This is an optimization exercise on Yosys and OpenROAD, whose aim is small area, not a production implementation. Function was checked by simulation only, so behaviour that the tests miss may differ from the original. No activity file was given, so power comes from the tool's default toggle rates.

### flow/constraint.sdc
create_clock -name core_clock -period 200.0 [get_ports {CLK}]
set_input_delay 40.0000 -clock core_clock [delete_from_list [all_inputs] [get_ports {CLK}]]
set_output_delay 40.0000 -clock core_clock [all_outputs]
set_load 0.01 [all_outputs]
### flow/run.sh
#!/bin/bash
# synth_recipe.tcl (not shown) runs the flow's synth.tcl, then flattens the netlist and writes it again
# the make line also repeats each setting of config.mk as NAME=value (left out here)
make -C /OpenROAD-flow-scripts/flow DESIGN_CONFIG=/design/flow/config.mk WORK_HOME=/design/flow/orfs CLKGATE_MAP_FILE= SYNTH_SCRIPT=/design/flow/synth_recipe.tcl finish
### flow/config.mk
export PLATFORM = sky130hd
export DESIGN_NAME = audio_fx
export DESIGN_NICKNAME = audio_fx
export VERILOG_FILES = /design/flow/design.v
export SDC_FILE = /design/flow/constraint.sdc
export NUM_CORES = 4
export LEC_CHECK = 0
export CAP_MARGIN = 20
export CORE_MARGIN = 2
export CORE_UTILIZATION = 40
export SLEW_MARGIN = 20
### flow/design.v
module distortion_controller(
	input key3,
	input key2,
	input [9:0] SW,
	input CLK,
	input rst,
	output logic signed [15:0] gain,
	output logic signed [31:0] threshold,
	output logic disabled
	);
	logic key3State;
	logic key2State;
	logic flag;
	always @(posedge CLK)begin
		if(rst)begin
			flag <= 0;
			key3State <= 1;
			key2State <= 1;
			disabled <= 1;
			gain <= 1;
			threshold <= 50;
		end
		else if(flag == 0)begin
			gain <= 1;
			flag <= 1;
			threshold <= 50;  
		end
		else begin
			if(SW[3:0] == 1)begin
				if(key3State == 0 && key3 == 1)begin
					key3State <= 1;
				end
				else if(key3State == 1 && key3 == 0)begin
					if(gain > 1)begin
						gain <= gain - 1;
					end
					key3State <= 0;
				end
				if(key2State == 0 && key2 == 1)begin
					key2State <= 1;
				end
				else if(key2State == 1 && key2 == 0)begin
					if(gain < 50)begin
						gain <= gain + 1;
					end
					key2State <= 0;
				end
			end
			else if(SW[3:0] == 0)begin
				if(key3State == 0 && key3 == 1)begin
					key3State <= 1;
				end
				else if(key3State == 1 && key3 == 0)begin
					if(threshold > 20)begin
						if(threshold <= 100)begin
							threshold <= threshold - 10;
						end
						else if(threshold <= 500)begin
							threshold <= threshold - 50;
						end
						else if(threshold <= 1000)begin
							threshold <= threshold - 100;
						end
						else begin
							threshold <= threshold - 500;
						end
					end
					key3State <= 0;
				end
				if(key2State == 0 && key2 == 1)begin
					key2State <= 1;
				end
				else if(key2State == 1 && key2 == 0)begin
					if(threshold < 32000)begin
						if(threshold <= 100 && threshold > 20)begin
							threshold <= threshold + 10;
						end
						else if(threshold <= 500)begin
							threshold <= threshold + 50;
						end
						else if(threshold <= 1000)begin
							threshold <= threshold + 100;
						end
						else begin
							threshold <= threshold + 500;
						end
					end
					key2State <= 0;
				end
			end
			if(SW[9] == 0)begin	 
				disabled <= 1;
			end
			else begin
				disabled <= 0;
			end
		end
	end
endmodule
module tremolo_controller(
	input key3,
	input key2,
	input [9:0] SW,
	input CLK,
	input rst,
	output logic [31:0] frequency,
	output logic disabled
	);
	logic key3State;
	logic key2State;
	logic flag;
	logic [31:0] divisor;
	always @(posedge CLK)begin : seq
		logic [31:0] frequency_v;
		logic disabled_v;
		logic [31:0] divisor_v;
		frequency_v = frequency;
		disabled_v = disabled;
		divisor_v = divisor;
		if(rst)begin
			flag = 0;
			key3State = 1;
			key2State = 1;
			disabled_v = 1;
			frequency_v = 19531;
			divisor_v = 2560;
		end
		else if(flag == 0)begin
			flag = 1;
			frequency_v = 19531;
			divisor_v = 2560;
		end
		else begin
			if(SW[3:0] == 2)begin
				if(key3State == 0 && key3 == 1)begin
					key3State = 1;
				end
				else if(key3State == 1 && key3 == 0)begin
					if(divisor_v > 256)begin
						divisor_v = divisor_v - 256;
						frequency_v = 50000000 / divisor_v;
					end
					key3State = 0;
				end
				if(key2State == 0 && key2 == 1)begin
					key2State = 1;
				end
				else if(key2State == 1 && key2 == 0)begin
					if(divisor_v < 5120)begin
						divisor_v = divisor_v + 256;
						frequency_v = 50000000 / divisor_v;
					end
					key2State = 0;
				end
			end
			if(SW[8] == 0)begin
				disabled_v = 1;
			end
			else begin
				disabled_v = 0;
			end
		end
		frequency <= frequency_v;
		disabled <= disabled_v;
		divisor <= divisor_v;
	end
endmodule
module ring_modulation_controller(
	input key3,
	input key2,
	input [9:0] SW,
	input CLK,
	input rst,
	output logic [31:0] frequency,
	output logic disabled
	);
	logic key3State;
	logic key2State;
	logic flag;
	logic [31:0] note;
	always @(posedge CLK)begin : seq
		logic [31:0] frequency_v;
		logic disabled_v;
		logic [31:0] note_v;
		frequency_v = frequency;
		disabled_v = disabled;
		note_v = note;
		if(rst)begin
			flag = 0;
			key3State = 1;
			key2State = 1;
			disabled_v = 1;
			note_v = 440;
			frequency_v = 3551;
		end
		else if(flag == 0)begin
			flag = 1;
			frequency_v = 3551;
		end
		else begin
			if(SW[3:0] == 3)begin
				if(key3State == 0 && key3 == 1)begin
					key3State = 1;
				end
				else if(key3State == 1 && key3 == 0)begin			
					if(note_v > 80)begin
						note_v = (note_v * 1000) / 1059;
						frequency_v = 1562500 / note_v;
					end
					key3State = 0;
				end
				if(key2State == 0 && key2 == 1)begin
					key2State = 1;
				end
				else if(key2State == 1 && key2 == 0)begin			
					if(note_v < 2000)begin
						note_v = (note_v * 1059) / 1000;
						frequency_v = 1562500 / note_v;
					end
					key2State = 0;
				end
			end
			if(SW[7] == 0)begin
				disabled_v = 1;
			end
			else begin
				disabled_v = 0;
			end
		end
		frequency <= frequency_v;
		disabled <= disabled_v;
		note <= note_v;
	end
endmodule
module volume_controller(
	input [9:0] SW,
	input CLK,
	input rst,
	input key3,
	input key2,
	output logic signed [31:0] gain
	);
	logic flag;
	logic key3State;
	logic key2State;
	always @(posedge CLK)begin
		if(rst)begin
			flag <= 0;
			key3State <= 1;
			key2State <= 1;
			gain <= 1;
		end
		else if(flag == 0)begin
			gain <= 1;
			flag <= 1;
		end
		else begin
			if(SW[3:0] == 8)begin
				if(key3State == 0 && key3 == 1)begin
					key3State <= 1;
				end
				else if(key3State == 1 && key3 == 0)begin
					if(gain > 1)begin
						gain <= gain - 1;
					end
					key3State <= 0;
				end
				if(key2State == 0 && key2 == 1)begin
					key2State <= 1;
				end
				else if(key2State == 1 && key2 == 0)begin
					if(gain < 50)begin
						gain <= gain + 1;
					end
					key2State <= 0;
				end
			end
		end
	end
endmodule
module sin_generator(
	input CLK,
	input rst,
	output logic signed [31:0] sin,
	input [31:0] frequency
	);
	logic [31:0] x;
	logic CLK_Sin;
	logic [31:0] counter;
	always @(posedge CLK)begin	
		if(rst)begin
			counter <= 0;
			CLK_Sin <= 0;
		end
		else if(counter < frequency)begin  
			counter <= counter + 1;
		end
		else begin
			counter <= 0;
			CLK_Sin <= ~CLK_Sin;
		end
	end
	always @(posedge CLK)begin
		if(rst)begin
			x <= 0;
			sin <= 0;
		end
		else if(CLK_Sin == 0 && !(counter < frequency))begin
			case(x)
				0 : sin <= 0;
				1 : sin <= 6;
				2 : sin <= 11;
				3 : sin <= 15;
				4 : sin <= 16;
				5 : sin <= 15;
				6 : sin <= 11;
				7 : sin <= 6;
				8 : sin <= 0;
				9 : sin <= -6;
				10 : sin <= -11;
				11 : sin <= -15;
				12 : sin <= -16;
				13 : sin <= -15;
				14 : sin <= -11;
				15 : sin <= -6;
			endcase
			if(x < 16)begin
				x <= x + 1;
			end
			else begin
				x <= 1;
				sin <= 0;
			end
		end
	end
endmodule
module distortion(
	input signed [15:0] leftSampleIn,
	input signed [15:0] rightSampleIn,
	output logic signed [15:0] leftSampleOut,
	output logic signed [15:0] rightSampleOut,
	input signed [15:0] gain,		 
	input signed [31:0] threshold,  
	input disabled
	);
	logic signed [31:0] left_Local;
	logic signed [31:0] right_Local;
	always @*begin
		left_Local = 0;
		right_Local = 0;
		leftSampleOut = leftSampleIn;
		rightSampleOut = rightSampleIn;
		if(disabled == 1)begin			 
			leftSampleOut = leftSampleIn;
			rightSampleOut = rightSampleIn;
		end
		else begin		 
			left_Local = leftSampleIn;
			right_Local = rightSampleIn;
			if(left_Local > threshold)begin
				left_Local = threshold * gain;
				if(left_Local > 32767)begin
					leftSampleOut = 16'd32767;
				end
				else begin
					leftSampleOut = left_Local[15:0];
				end
			end
			else if(left_Local < -threshold)begin
				left_Local = -threshold * gain;
				if(left_Local < -32768)begin
					leftSampleOut = -16'd32768;
				end
				else begin
					leftSampleOut = left_Local[15:0];
				end
			end
			else begin
				left_Local = left_Local * gain;
				if(left_Local > 32767)begin
					leftSampleOut = 16'd32767;
				end
				if(left_Local < -32768)begin
					leftSampleOut = -16'd32768;
				end
				else begin
					leftSampleOut = left_Local[15:0];
				end
			end
			if(right_Local > threshold)begin
				right_Local = threshold * gain;
				if(right_Local > 32767)begin
					rightSampleOut = 16'd32767;
				end
				else begin
					rightSampleOut = right_Local[15:0];
				end
			end
			else if(right_Local < -threshold)begin
				right_Local = -threshold * gain;
				if(right_Local < -32768)begin
					rightSampleOut = -16'd32768;
				end
				else begin
					rightSampleOut = right_Local[15:0];
				end
			end
			else begin
				right_Local = right_Local * gain;
				if(right_Local > 32767)begin
					rightSampleOut = 16'd32767;
				end
				if(right_Local < -32768)begin
					rightSampleOut = -16'd32768;
				end
				else begin
					rightSampleOut = right_Local[15:0];
				end
			end
		end
	end
endmodule
module tremolo(
	input signed [15:0] leftSampleIn,
	input signed [15:0] rightSampleIn,
	output logic signed [15:0] leftSampleOut,
	output logic signed [15:0] rightSampleOut,
	input [31:0] frequency,
	input disabled,
	input CLK,
	input rst
	);
	logic signed [31:0] left_Local;
	logic signed [31:0] right_Local;
	logic [31:0] counter;
	logic CLK_Tr;	 
	logic CLK_Tr_next;
	logic signed [31:0] triangleNum;
	logic direction;  
	always @*begin
		CLK_Tr_next = CLK_Tr;
		if(disabled == 0)begin
			if(!(counter < frequency))begin
				CLK_Tr_next = ~CLK_Tr;
			end
		end
		else begin
			CLK_Tr_next = 0;
		end
	end
	always @(posedge CLK)begin
		if(rst)begin
			counter <= 0;
			CLK_Tr <= 0;
		end
		else begin
			if(disabled == 0)begin
				if(counter < frequency)begin  
					counter <= counter + 1;
				end
				else begin
					counter <= 0;
				end
			end
			CLK_Tr <= CLK_Tr_next;
		end
	end
	always @(posedge CLK)begin
		if(rst)begin
			triangleNum <= 1;
			direction <= 0;
		end
		else if(CLK_Tr == 0 && CLK_Tr_next == 1)begin
			if(direction == 1)begin
				if(triangleNum < 128)begin
					triangleNum <= triangleNum + 1;
				end
				else begin
					direction <= 0;
					triangleNum <= triangleNum - 1;
				end
			end
			else begin
				if(triangleNum > 1)begin
					triangleNum <= triangleNum - 1;
				end
				else begin
					direction <= 1;
					triangleNum <= triangleNum + 1;
				end
			end
		end
	end
	always @*begin
		left_Local = 0;
		right_Local = 0;
		if(disabled == 0)begin
			left_Local = leftSampleIn;
			right_Local = rightSampleIn;
			left_Local = (left_Local * triangleNum) >>> 7;
			right_Local = (right_Local * triangleNum) >>> 7;
			leftSampleOut = left_Local[15:0];
			rightSampleOut = right_Local[15:0];
		end
		else begin
			leftSampleOut = leftSampleIn;
			rightSampleOut = rightSampleIn;
		end
	end
endmodule
module ring_modulation(
	input signed [15:0] leftSampleIn,
	input signed [15:0] rightSampleIn,
	input signed [31:0] sin,
	output logic signed [15:0] leftSampleOut,
	output logic signed [15:0] rightSampleOut,
	input disabled
	);
	logic signed [31:0] left_Local;
	logic signed [31:0] right_Local;
	always @*begin
		left_Local = 0;
		right_Local = 0;
		if(disabled == 0)begin
			left_Local = leftSampleIn;
			right_Local = rightSampleIn;
			left_Local = (left_Local * sin) >>> 4;
			right_Local = (right_Local * sin) >>> 4;
			leftSampleOut = left_Local[15:0];
			rightSampleOut = right_Local[15:0];
		end
		else begin
			leftSampleOut = leftSampleIn;
			rightSampleOut = rightSampleIn;
		end
	end
endmodule
module volume(
	input signed [15:0] leftSampleIn,
	input signed [15:0] rightSampleIn,
	output logic signed [15:0] leftSampleOut,
	output logic signed [15:0] rightSampleOut,
	input signed [31:0] gain
	);
	logic signed [31:0] left_Local;
	logic signed [31:0] right_Local;
	always @*begin
		left_Local = leftSampleIn;
		right_Local = rightSampleIn;
		left_Local = left_Local * gain;
		right_Local = right_Local * gain;
		leftSampleOut = left_Local[15:0];
		rightSampleOut = right_Local[15:0];
	end
endmodule
module audio_fx(
	input CLK,
	input rst,
	input key3,
	input key2,
	input [9:0] SW,
	input signed [15:0] leftSampleIn,
	input signed [15:0] rightSampleIn,
	output logic signed [15:0] leftSampleOut,
	output logic signed [15:0] rightSampleOut
	);
	logic signed [15:0] dist_gain;
	logic signed [31:0] dist_threshold;
	logic dist_disabled;
	logic [31:0] tr_frequency;
	logic tr_disabled;
	logic [31:0] ring_frequency;
	logic ring_disabled;
	logic signed [31:0] ring_sin;
	logic signed [31:0] vol_gain;
	logic signed [15:0] dist_l, dist_r, tr_l, tr_r, ring_l, ring_r, vol_l, vol_r;
	distortion_controller u_dist_ctrl(.key3(key3), .key2(key2), .SW(SW), .CLK(CLK), .rst(rst),
		.gain(dist_gain), .threshold(dist_threshold), .disabled(dist_disabled));
	tremolo_controller u_tr_ctrl(.key3(key3), .key2(key2), .SW(SW), .CLK(CLK), .rst(rst),
		.frequency(tr_frequency), .disabled(tr_disabled));
	ring_modulation_controller u_ring_ctrl(.key3(key3), .key2(key2), .SW(SW), .CLK(CLK), .rst(rst),
		.frequency(ring_frequency), .disabled(ring_disabled));
	volume_controller u_vol_ctrl(.SW(SW), .CLK(CLK), .rst(rst), .key3(key3), .key2(key2),
		.gain(vol_gain));
	sin_generator u_sin(.CLK(CLK), .rst(rst), .sin(ring_sin), .frequency(ring_frequency));
	distortion u_dist(.leftSampleIn(leftSampleIn), .rightSampleIn(rightSampleIn),
		.leftSampleOut(dist_l), .rightSampleOut(dist_r),
		.gain(dist_gain), .threshold(dist_threshold), .disabled(dist_disabled));
	tremolo u_tr(.leftSampleIn(dist_l), .rightSampleIn(dist_r),
		.leftSampleOut(tr_l), .rightSampleOut(tr_r),
		.frequency(tr_frequency), .disabled(tr_disabled), .CLK(CLK), .rst(rst));
	ring_modulation u_ring(.leftSampleIn(tr_l), .rightSampleIn(tr_r), .sin(ring_sin),
		.leftSampleOut(ring_l), .rightSampleOut(ring_r), .disabled(ring_disabled));
	volume u_vol(.leftSampleIn(ring_l), .rightSampleIn(ring_r),
		.leftSampleOut(vol_l), .rightSampleOut(vol_r), .gain(vol_gain));
	always @(posedge CLK)begin
		if(rst)begin
			leftSampleOut <= 0;
			rightSampleOut <= 0;
		end
		else begin
			leftSampleOut <= vol_l;
			rightSampleOut <= vol_r;
		end
	end
endmodule
==> reports/qor.csv <==
metric,value,unit
netlist_area,198600,µm²
p_per_area,8494,nW/µm²
ios,78,
fmax,5.654,MHz
crit_path_start_kind,input port,
synthFlopType,dfxtp_1,
final_nets,30062,
die_w,708.6,µm
die_area,502000,µm²
sequentialPowerShare,0,%
clkPwrFrac,0,%
cpPeakStageDelay,0.86,ns
p_comb_share,100.0,%
tns,0,ns
path_buf_inv,42,
post_cts_buffers,0,
fin_area,209300,µm²
root_buffer,clkbuf_16,
internal_power,817500,µW
cpMaxStageDelayCell,a2111oi_0,
syn_inst,25897,
hold_depth,2,
relSlewSlack,13.06,%
cp_num_cells,642,
synth.area.top_cells,"fa_1 20%, ha_1 16%, inv_1 5.7%",
cts.sinks,380,
final_max_slew_viol_count,0,
wl_per_cell,18.31,µm
switching_share,54.02,%
cp_common_cell,a21oi_1,
worstReg2RegEnd,u_ring_ctrl.frequency[0],
fin_crit,176.87,ns
hold_path_end,u_tr_ctrl.frequency[25],
synth_edf_count,0,
endpoint_kind,register,
critPathTopFamily,compound AO/OA/AOI/OAI gates,
critical_path.startpoint,key3,
start_util,40.20,%
grt_overflow,0,
hp-start,u_tr_ctrl.frequency[25],
irDropWorstVdd,6893,µV
clk-insertion-delay-late,0.75,ns
async_flop_share,0,%
switching_power,960400,µW
filler_cell_count,50492,
drive_above_1_share,6.015,%
cp_data_arrival_time,177.42,ns
leakage,0.09674,µW
ant_nets,0,
cts-resized-gates,0,
min_path_type,register to register,
maxCapViolCount,0,
cts_tree,built,
antenna_found_initial,16,
r2r_slack,30.55,ns
path_clk_slew,0.07,ns
largestPowerGroup,combinational cells,
tightest_slew,1.292,ns
drt_pass1_iterations,6,
worst_clock_skew,0.08007,ns
pg_clk,99.3,µW
placedInstanceArea,207400,µm²
r2r-start,u_ring_ctrl.note[1],
hold_buffers,0,
gp_congestion,0.9322,
hpwl,461300,µm
final-hold-violation-count,0,
crit_path_max_fanout,44,
rsz0062_at_grt,no,
drc,0,
vias,179659,
grt_use_total,23.00,%
cts-buffers-inserted,50,
reg2reg_depth,739,
status,finished clean,
final_util,42.38,%
area_delta_synth_final,5.411,%
cts_buffer_depth,3,
route.detailed.vias_per_inst,5.612,
core.rowCount,258,
timing.final.crit_share,88.43,%
wirelength,586300,µm
required,200.55,ns
avgSynthCellArea,7.667,µm²
pg_seq,80.3,µW
yosysMostFrequentCell,inv_1,
grt_max_degree,72,
ys_types,150,
io_buffers,74,
grt_pass1_vias,179240,
synth-seq-cells,380,
dr.first_iter.drc_count,11086,
ys_seq_area_share,3.831,%
powerComb,1780000,µW
core,493900,µm²
setup_viol,0,
grt_pass1_wl,954700,µm
fp.dieH,708.6,µm
yosys.area.top_type,fa_1,
crit_end,u_ring_ctrl.frequency[0],
synth_commonest_cells,"3033 x inv_1, 2586 x ha_1, 2484 x nand2_1",
synth_top_area_share,19.86,%
h-tree-depth,2,
setup.worst_path.class,input port to register,
yosys_warnings,10,
-- registers in the layout, summed over array words and instances (netlist names), 6 cells and up --
signal / cells
u_dist_ctrl.gain: 16
u_sin.x: 32
u_vol_ctrl.gain: 32
u_sin.sin: 6
u_tr_ctrl.divisor: 24
leftSampleOut: 16
u_tr.triangleNum: 32
u_sin.counter: 32
u_ring_ctrl.note: 32
u_tr_ctrl.frequency: 32
u_dist_ctrl.threshold: 31
u_tr.counter: 32
rightSampleOut: 16
u_ring_ctrl.frequency: 32
-- metrics by stage --
| step | std cells | setup slack (ns) | total power, µW | hold WS (ns) |
|---|---|---|---|---|
| after floorplan | 25898 | 39.24 | 1837000 | 0.4363 |
| after global placement | 31906 | 25.96 | 1757000 | 0.4440 |
| after detailed placement | 31906 | 23.88 | 1768000 | 0.4503 |
| after CTS | 31999 | 24.14 | 1774000 | 0.4586 |
| after global routing | 32003 | 11.83 | 1783000 | 0.4774 |
| final | 32015 | 23.13 | 1778000 | 0.4595 |
-- cells in the final DEF, fill, tap and decap left out, drive strengths merged, types with 220 or more instances in the layout --
master,synthesis,routed
a21o,659,659
a21oi,2005,2005
and2,836,836
buf,183,442
dfxtp,380,380
fa,1970,1970
ha,2586,2586
inv,3049,3051
mux2,529,529
nand2,2486,2486
nand2b,419,419
nand3,317,317
nor2,1998,1998
nor2b,367,367
nor3,530,530
o21a,633,633
o21ai,1052,1052
o21bai,414,414
o31ai,220,220
xnor2,1276,1276
xor2,551,551
-- cells by family (layout without fill, tap and decap cells) --
kind of cell    count (synthesis)  count (layout)  synth area share [%]
mux                           658             658                 3.662
compound gates               6435            6435                 21.24
simple gates                 7958            7958                 19.17
buf+inv                      4076            3679                 7.823
fa+ha+maj                    4562            4562                 36.19
xor+xnor                     1827            1827                 8.082
other cells                     1              16              0.001889
flops                         380             380                 3.831
-- metal layers --
| layer | global-route usage (%) | up-vias | wire length (µm) |
|---|---|---|---|
| met5 | 0 | - | 37 |
| met4 | 6.397 | 6 | 17990 |
| met3 | 1.716 | 841 | 26850 |
| met2 | 40.02 | 4142 | 278600 |
| met1 | 30.52 | 87125 | 262900 |
| li1 | - | 87545 | - |
-- cell type report --
cell class                      count  area [µm²]  area share (%)
Multi-Input combinational cell  21442      176100           84.16
Inverter                         3071       11530           5.509
Tap cell                         6500        8133           3.886
Sequential cell                   380        7662           3.661
Timing Repair Buffer              515        4036           1.928
Clock buffer                       67        1436          0.6863
Clock inverter                     26       321.6          0.1536
Antenna cell                       14       35.03         0.01674

-- re-timing with driven ports --
The flow's constraints put no driver on any port. The routed layout listed below was extracted and timed again, unchanged, in two steps. Step 1 sets driving cells, clkbuf_16 on the clock port and buf_2 on the other inputs (assumed; they add their load-dependent delay and slew). Step 2 also shifts input and output timing later by t, the mid clock arrival at the registers, as if the neighbouring blocks saw the same clock. Slacks: no drivers / after step 1 / after step 2; pairs: no drivers / after step 1.
shift t [ns]: 0.798
setup slack, ns: 23.131 / 23.199 / 22.401
cell pins on the clock port's net: 1
After both steps setup and hold are still met in this run. For this run, drivers alone change the setup slack by +0.068 ns; drivers and shift together by -0.730 ns.
